Context: an optimization exercise on an open-source flow, tuned for small area. The choices shown serve that exercise and are no tape-out recipe. Where RTL was checked, it was by simulation tests only, not by an equivalence proof against the original. No driver is modelled on the clock port, so clocking that relies on it looks cheaper here than on a real chip. Power is estimated from default activity; no workload was simulated.

// top
module top(
    input clk,
    input rst,
    input [3:0] col,
    output [3:0] row,
    output led0,
    output [2:0] wrong_leds
);
For scale: ~0.0032 sq mm of cells after synthesis.
clock: 10.0 ns
lec_check: 0
cap_margin: 0
core_margin: 2
core_utilization: 40
slew_margin: 0
standard.sh (not shown) runs the stock make flow with config.mk's settings and CLKGATE_MAP_FILE= SYNTH_SCRIPT=/design/flow/synth_recipe.tcl, a recipe that flattens the netlist after the stock synthesis.
==> flow/flow/run.sh <==
#!/bin/bash
set -euo pipefail
W=$(cd "$(dirname "$0")/.." && pwd)
F=$W/flow
cd "$W"
R=$W/orfs/results/$FLOW_PLATFORM/top/base
LIB=$FLOW_HOME/platforms/$FLOW_PLATFORM/lib/sky130_fd_sc_hd__tt_025C_1v80.lib
YOSYS=$(command -v yosys || echo "$FLOW_HOME/../tools/install/yosys/bin/yosys")

bash standard.sh synth > "$W/synth_standard.log" 2>&1
cp "$R/1_2_yosys.v" "$W/std_1_2_yosys.v"

# don't-use cells, as the platform lists them
DU=""
for c in $(sed -n '/DONT_USE_CELLS/,/^$/p' "$FLOW_HOME/platforms/$FLOW_PLATFORM/config.mk" | tr -d '\\' | tr ' ' '\n' | grep '^sky130'); do
  DU="$DU -dont_use $c"
done
FLOPS=$(grep -oE "sky130_fd_sc_hd__(df|edf|sdf|dl)[a-z0-9_]+" "$W/std_1_2_yosys.v" | sort -u | tr '\n' ' ')

resynth() {  # $1 = candidate name, $2 = mapping commands
  local n=$1
  printf 'strash\n&get -n\n&deepsyn -T 20 -S %s\n&put\n%s\n' "${n#*_s}" "$2" > "$W/rs_$n.abc"
  cat > "$W/rs_$n.ys" <<EOY
read_liberty -ignore_miss_func $LIB
blackbox $FLOPS
read_verilog $W/std_1_2_yosys.v
hierarchy -top $FLOW_TOP
flatten
opt_clean -purge
opt -purge
abc -liberty $LIB $DU -script $W/rs_$n.abc
read_liberty -lib -overwrite $LIB
splitnets
opt_clean -purge
hilomap -singleton -hicell sky130_fd_sc_hd__conb_1 HI -locell sky130_fd_sc_hd__conb_1 LO
opt_clean -purge
check -assert -mapped
tee -o $W/rs_$n.stat stat -liberty $LIB
write_verilog -noattr -nohex -nodec $W/rs_$n.v
EOY
  "$YOSYS" -s "$W/rs_$n.ys" > "$W/rs_$n.log" 2>&1 || rm -f "$W/rs_$n.v"
}

AMAP=$'dch -f\namap'
NF=$'&get -n\n&dch -f\n&nf -R 1000\n&put'
for s in 1 2 3 4 5 6 7 8; do resynth "amap_s$s" "$AMAP" & resynth "nf_s$s" "$NF" & done
wait

# candidates by area, smallest first
: > "$W/rs_areas.txt"
for v in "$W"/rs_*.v; do
  [[ -f $v ]] || continue
  n=$(basename "$v" .v); n=${n#rs_}
  a=$(grep -m1 "Chip area" "$W/rs_$n.stat" | awk '{print $NF}')
  echo "$a $n" >> "$W/rs_areas.txt"
done
sort -n -o "$W/rs_areas.txt" "$W/rs_areas.txt"

python3 "$F/cutff.py" "$W/std_1_2_yosys.v" "$W/eq_gold.v" gold > "$W/cutff_gold.log" 2>&1
used=""
while read -r a n; do
  if python3 "$F/cutff.py" "$W/rs_$n.v" "$W/eq_gate_$n.v" gate > "$W/cutff_$n.log" 2>&1 &&
     "$YOSYS" -p "read_liberty -ignore_miss_func $LIB; read_verilog $W/eq_gold.v $W/eq_gate_$n.v; hierarchy; flatten; opt_clean; miter -equiv -flatten -make_assert -ignore_gold_x gold gate miter; hierarchy -top miter; sat -verify -prove-asserts -set-init-zero" > "$W/equiv_$n.log" 2>&1; then
    used=$n
    break
  fi
done < "$W/rs_areas.txt"

if [[ -n $used ]]; then
  cp "$W/rs_$used.v" "$R/1_2_yosys.v"
  rm -f "$R/1_synth.odb" "$R/1_synth.sdc"
  echo "using the re-mapped netlist $used" > "$W/resynth_used.txt"
else
  echo "no re-mapped netlist was proven; keeping the standard netlist" > "$W/resynth_used.txt"
fi

export BUFFER_PORTS_ARGS="-buffer_cell sky130_fd_sc_hd__buf_1"
export TREE_ROOT_CELL=sky130_fd_sc_hd__clkbuf_4 TREE_LEAF_CELL=sky130_fd_sc_hd__clkbuf_8 TREE_GROUPS=6
export PRE_CTS_TCL="$F/tree.tcl"
export CTS_ARGS="-sink_clustering_enable -repair_clock_nets -dont_use_dummy_load"
bash standard.sh > "$W/layout_standard.log" 2>&1
==> flow/flow/tree.tcl <==
# Clock tree by hand: one root buffer at the registers' centroid driving
# one leaf buffer per group of registers (groups split by position).
set root_cell sky130_fd_sc_hd__clkbuf_8
set leaf_cell sky130_fd_sc_hd__clkbuf_8
if {[info exists ::env(TREE_ROOT_CELL)]} { set root_cell $::env(TREE_ROOT_CELL) }
if {[info exists ::env(TREE_LEAF_CELL)]} { set leaf_cell $::env(TREE_LEAF_CELL) }
set ngroups 4
if {[info exists ::env(TREE_GROUPS)]} { set ngroups $::env(TREE_GROUPS) }
set block [ord::get_db_block]
set dbu [$block getDbUnitsPerMicron]
set regs {}
foreach inst [$block getInsts] {
  if {[[$inst getMaster] isSequential]} {
    set bb [$inst getBBox]
    lappend regs [list $inst [expr {([$bb xMin] + [$bb xMax]) / 2.0 / $dbu}] [expr {([$bb yMin] + [$bb yMax]) / 2.0 / $dbu}]]
  }
}
proc centroid {l} {
  set sx 0; set sy 0
  foreach r $l { set sx [expr {$sx + [lindex $r 1]}]; set sy [expr {$sy + [lindex $r 2]}] }
  return [list [expr {$sx / [llength $l]}] [expr {$sy / [llength $l]}]]
}
# split recursively, alternating x and y, into ngroups groups
proc split_groups {l n axis} {
  if {$n <= 1} { return [list $l] }
  set s [lsort -real -index $axis $l]
  set na [expr {$n / 2}]
  set nb [expr {$n - $na}]
  # split in proportion to the number of groups on each side
  set h [expr {([llength $s] * $na + $n / 2) / $n}]
  set a [lrange $s 0 [expr {$h - 1}]]
  set b [lrange $s $h end]
  set next [expr {$axis == 1 ? 2 : 1}]
  return [concat [split_groups $a $na $next] [split_groups $b $nb $next]]
}
set c [centroid $regs]
puts "tree: [llength $regs] registers, root $root_cell at $c"
insert_buffer -buffer_cell $root_cell -net clk -location $c -buffer_name clktree_root -net_name clktree_root_net
set i 0
foreach g [split_groups $regs $ngroups 1] {
  set pins {}
  foreach r $g {
    set inst [lindex $r 0]
    lappend pins [sta::find_pin "[$inst getName]/CLK"]
  }
  set gc [centroid $g]
  puts "tree: leaf $i, [llength $g] registers at $gc"
  insert_buffer -buffer_cell $leaf_cell -net clktree_root_net -load_pins $pins -location $gc -buffer_name clktree_leaf_$i -net_name clktree_leaf_net_$i
  incr i
}
Other scripts of this flow, unchanged in this note and not shown: flow/flow/cutff.py
Rerun with:
--- a/flow/flow/run.sh
+++ b/flow/flow/run.sh
@@ -76,5 +76,5 @@
 
 export BUFFER_PORTS_ARGS="-buffer_cell sky130_fd_sc_hd__buf_1"
-export TREE_ROOT_CELL=sky130_fd_sc_hd__clkbuf_4 TREE_LEAF_CELL=sky130_fd_sc_hd__clkbuf_8 TREE_GROUPS=6
+export TREE_ROOT_CELL=sky130_fd_sc_hd__clkbuf_4 TREE_LEAF_CELL=sky130_fd_sc_hd__clkbuf_8 TREE_GROUPS=5
 export PRE_CTS_TCL="$F/tree.tcl"
 export CTS_ARGS="-sink_clustering_enable -repair_clock_nets -dont_use_dummy_load"
Result:
- The new run produced a clean layout
- clock skew barely changes
- power falls by about 1.7%
- hold slack barely changes

Another version of the RTL of top (not shown whole).
Size in the first run: roughly 310 cells after synthesis, about 0.0033 mm^2 of cells after synthesis.
==> flow/config.mk <==
export PLATFORM = sky130hd
export DESIGN_NAME = top
export DESIGN_NICKNAME = top
export VERILOG_FILES = /design/flow/design.v
export SDC_FILE = /design/flow/constraint.sdc
export NUM_CORES = 4
export LEC_CHECK = 0
export CAP_MARGIN = 0
export CORE_MARGIN = 2
export CORE_UTILIZATION = 40
export SLEW_MARGIN = 0
==> flow/constraint.sdc <==
create_clock -name core_clock -period 10.0 [get_ports {clk}]
set_input_delay 2.0000 -clock core_clock [delete_from_list [all_inputs] [get_ports {clk}]]
set_output_delay 2.0000 -clock core_clock [all_outputs]
set_load 0.01 [all_outputs]
==> flow/flow/run.sh <==
#!/bin/bash
# Own layout flow: the standard synthesis, then the combinational logic
# between the registers is re-mapped by ABC with an area-oriented script
# (registers are kept as they are: same instances, names and cell types).
# The re-mapped netlist is checked against the standard one by a SAT proof
# with the registers cut; if the check fails, the standard netlist is kept.
# The rest is the standard layout (standard.sh).
set -euo pipefail
W=$(cd "$(dirname "$0")/.." && pwd)
F=$W/flow
cd "$W"
R=$W/orfs/results/$FLOW_PLATFORM/top/base
LIB=$FLOW_HOME/platforms/$FLOW_PLATFORM/lib/sky130_fd_sc_hd__tt_025C_1v80.lib
YOSYS=$(command -v yosys || echo "$FLOW_HOME/../tools/install/yosys/bin/yosys")

bash standard.sh synth > "$W/synth_standard.log" 2>&1
cp "$R/1_2_yosys.v" "$W/std_1_2_yosys.v"

# don't-use cells, as the platform lists them
DU=""
for c in $(sed -n '/DONT_USE_CELLS/,/^$/p' "$FLOW_HOME/platforms/$FLOW_PLATFORM/config.mk" | tr -d '\\' | tr ' ' '\n' | grep '^sky130'); do
  DU="$DU -dont_use $c"
done
FLOPS=$(grep -oE "sky130_fd_sc_hd__(df|edf|sdf|dl)[a-z0-9_]+" "$W/std_1_2_yosys.v" | sort -u | tr '\n' ' ')

cat > "$W/resynth.ys" <<EOY
read_liberty -ignore_miss_func $LIB
blackbox $FLOPS
read_verilog $W/std_1_2_yosys.v
hierarchy -top $FLOW_TOP
flatten
opt_clean -purge
opt -purge
abc -liberty $LIB $DU -script $F/area.abc
read_liberty -lib -overwrite $LIB
splitnets
opt_clean -purge
hilomap -singleton -hicell sky130_fd_sc_hd__conb_1 HI -locell sky130_fd_sc_hd__conb_1 LO
opt_clean -purge
check -assert -mapped
stat -liberty $LIB
write_verilog -noattr -nohex -nodec $W/resynth_1_2_yosys.v
EOY
ok=1
"$YOSYS" -s "$W/resynth.ys" > "$W/resynth.log" 2>&1 || ok=0

if [[ $ok == 1 ]]; then
  # equivalence: registers cut into ports, combinational SAT proof
  python3 "$F/cutff.py" "$W/std_1_2_yosys.v" "$W/eq_gold.v" gold > "$W/cutff.log" 2>&1 || ok=0
  python3 "$F/cutff.py" "$W/resynth_1_2_yosys.v" "$W/eq_gate.v" gate >> "$W/cutff.log" 2>&1 || ok=0
fi
if [[ $ok == 1 ]]; then
  "$YOSYS" -p "read_liberty -ignore_miss_func $LIB; read_verilog $W/eq_gold.v $W/eq_gate.v; hierarchy; flatten; opt_clean; miter -equiv -flatten -make_assert -ignore_gold_x gold gate miter; hierarchy -top miter; sat -verify -prove-asserts -set-init-zero" > "$W/equiv.log" 2>&1 || ok=0
fi
if [[ $ok == 1 ]]; then
  cp "$W/resynth_1_2_yosys.v" "$R/1_2_yosys.v"
  rm -f "$R/1_synth.odb" "$R/1_synth.sdc"
  echo "using the re-mapped netlist" > "$W/resynth_used.txt"
else
  echo "re-mapping failed or not proven; keeping the standard netlist" > "$W/resynth_used.txt"
fi

export BUFFER_PORTS_ARGS="-buffer_cell sky130_fd_sc_hd__buf_1"
export CTS_ARGS="-sink_clustering_enable -repair_clock_nets -dont_use_dummy_load"
bash standard.sh > "$W/layout_standard.log" 2>&1
Other scripts of this flow, unchanged in this note and not shown: flow/flow/area.abc, flow/flow/cutff.py
The baseline passed the timing, DRC and antenna checks.
Change:
GPL_TIMING_DRIVEN = 0   (was not set)
Die area stays the same.
Final area stays flat.
Worst hold slack improves by 0.0056 ns.
Global-route usage climbs by 0.35 points.
Critical path depth stays the same.
Utilization stays flat.
Function was not checked in any run of this note: the RTL went through the layout flow alone.

top, a different RTL version from the one above (not shown whole).
Size in the first run: about 330 cells after synthesis, roughly 14 I/O pins, roughly 3400 um2 of cells after synthesis.
// top
module top(
    input clk,
    input rst,
    input [3:0] col,
    output [3:0] row,
    output led0,
    output [2:0] wrong_leds
);
    wire [3:0] key_code;
    wire key_pulse;
    keypad_scan U1 (
        .clk(clk),
        .rst(rst),
        .col(col),
        .row(row),
        .key_code(key_code),
        .key_pulse(key_pulse)
    );
    digilock U2 (
        .clk(clk),
        .rst(rst),
        .key_pulse(key_pulse),
        .key_code(key_code),
        .led0(led0),
        .wrong_leds(wrong_leds)
    );
endmodule
export LEC_CHECK = 0
export CAP_MARGIN = 20
export CORE_MARGIN = 2
export CORE_UTILIZATION = 40
export SLEW_MARGIN = 20
create_clock -name core_clock -period 10.0 [get_ports {clk}]
==> flow/flow/run.sh <==
#!/bin/bash
# Own layout flow: the standard synthesis, then the combinational logic
# between the registers is re-mapped by ABC with an area-oriented script
# (registers are kept as they are: same instances, names and cell types).
# The re-mapped netlist is checked against the standard one by a SAT proof
# with the registers cut; if the check fails, the standard netlist is kept.
# The rest is the standard layout (standard.sh).
set -euo pipefail
W=$(cd "$(dirname "$0")/.." && pwd)
F=$W/flow
cd "$W"
R=$W/orfs/results/$FLOW_PLATFORM/top/base
LIB=$FLOW_HOME/platforms/$FLOW_PLATFORM/lib/sky130_fd_sc_hd__tt_025C_1v80.lib
YOSYS=$(command -v yosys || echo "$FLOW_HOME/../tools/install/yosys/bin/yosys")

bash standard.sh synth > "$W/synth_standard.log" 2>&1
cp "$R/1_2_yosys.v" "$W/std_1_2_yosys.v"

# don't-use cells, as the platform lists them
DU=""
for c in $(sed -n '/DONT_USE_CELLS/,/^$/p' "$FLOW_HOME/platforms/$FLOW_PLATFORM/config.mk" | tr -d '\\' | tr ' ' '\n' | grep '^sky130'); do
  DU="$DU -dont_use $c"
done
FLOPS=$(grep -oE "sky130_fd_sc_hd__(df|edf|sdf|dl)[a-z0-9_]+" "$W/std_1_2_yosys.v" | sort -u | tr '\n' ' ')

cat > "$W/resynth.ys" <<EOY
read_liberty -ignore_miss_func $LIB
blackbox $FLOPS
read_verilog $W/std_1_2_yosys.v
hierarchy -top $FLOW_TOP
flatten
opt_clean -purge
opt -purge
abc -liberty $LIB $DU -script $F/area.abc
read_liberty -lib -overwrite $LIB
splitnets
opt_clean -purge
hilomap -singleton -hicell sky130_fd_sc_hd__conb_1 HI -locell sky130_fd_sc_hd__conb_1 LO
opt_clean -purge
check -assert -mapped
stat -liberty $LIB
write_verilog -noattr -nohex -nodec $W/resynth_1_2_yosys.v
EOY
ok=1
"$YOSYS" -s "$W/resynth.ys" > "$W/resynth.log" 2>&1 || ok=0

if [[ $ok == 1 ]]; then
  # equivalence: registers cut into ports, combinational SAT proof
  python3 "$F/cutff.py" "$W/std_1_2_yosys.v" "$W/eq_gold.v" gold > "$W/cutff.log" 2>&1 || ok=0
  python3 "$F/cutff.py" "$W/resynth_1_2_yosys.v" "$W/eq_gate.v" gate >> "$W/cutff.log" 2>&1 || ok=0
fi
if [[ $ok == 1 ]]; then
  "$YOSYS" -p "read_liberty -ignore_miss_func $LIB; read_verilog $W/eq_gold.v $W/eq_gate.v; hierarchy; flatten; opt_clean; miter -equiv -flatten -make_assert -ignore_gold_x gold gate miter; hierarchy -top miter; sat -verify -prove-asserts -set-init-zero" > "$W/equiv.log" 2>&1 || ok=0
fi
if [[ $ok == 1 ]]; then
  cp "$W/resynth_1_2_yosys.v" "$R/1_2_yosys.v"
  rm -f "$R/1_synth.odb" "$R/1_synth.sdc"
  echo "using the re-mapped netlist" > "$W/resynth_used.txt"
else
  echo "re-mapping failed or not proven; keeping the standard netlist" > "$W/resynth_used.txt"
fi

export BUFFER_PORTS_ARGS="-buffer_cell sky130_fd_sc_hd__buf_1"
export CTS_ARGS="-sink_clustering_enable -repair_clock_nets -dont_use_dummy_load -buf_list sky130_fd_sc_hd__clkbuf_16 -sink_clustering_size 100 -sink_clustering_max_diameter 500"
bash standard.sh > "$W/layout_standard.log" 2>&1
Other scripts of this flow, unchanged in this note and not shown: flow/flow/area.abc, flow/flow/cutff.py
The baseline finished clean.
Edit:
--- a/flow/flow/run.sh
+++ b/flow/flow/run.sh
@@ -62,4 +62,2 @@
 
-export BUFFER_PORTS_ARGS="-buffer_cell sky130_fd_sc_hd__buf_1"
-export CTS_ARGS="-sink_clustering_enable -repair_clock_nets -dont_use_dummy_load -buf_list sky130_fd_sc_hd__clkbuf_16 -sink_clustering_size 100 -sink_clustering_max_diameter 500"
 bash standard.sh > "$W/layout_standard.log" 2>&1
After rerunning:
- area after synthesis does not change
- synthesized cell count is unchanged
- cell count increases by about 1.3%
- setup slack loses 410 ps
- critical path depth does not change

what the ideal ports hide:
No port has a modelled driver above. Below, the same layouts with a new extraction and two added sets of constraints. Step 1 sets driving cells, clkbuf_16 on the clock port and buf_2 on the other inputs (assumed; they add their load-dependent delay and slew). Step 2 also shifts input and output timing later by t, the mid clock arrival at the registers, as if the neighbouring blocks saw the same clock. a / b / c = ideal ports / drivers / drivers and shift; a / b = the first two.
run | shift t [ns] | setup WS [ns] | latest minus earliest clock arrival (ns) | worst register clock-pin slew, ns | worst slew at a driven data input, ns
the first run of note 1 | 0.427 | 6.089 / 6.061 / 6.489 | 0.014 / 0.013 | 0.10 / 0.10 | 0.03
the second run of note 1 | 0.423 | 6.085 / 6.057 / 6.480 | 0.013 / 0.013 | 0.11 / 0.11 | 0.03
the first run of note 2 | 0.384 | 6.272 / 6.237 / 6.621 | 0.023 / 0.023 | 0.09 / 0.09 | 0.03
the second run of note 2 | 0.371 | 6.256 / 6.224 / 6.595 | 0.020 / 0.020 | 0.09 / 0.09 | 0.03
the first run of note 3 | 0.361 | 6.061 / 6.028 / 6.389 | 0.018 / 0.018 | 0.06 / 0.06 | 0.04
the second run of note 3 | 0.381 | 5.651 / 5.620 / 6.000 | 0.011 / 0.011 | 0.09 / 0.09 | 0.03
After both steps setup and hold are still met in every run listed.
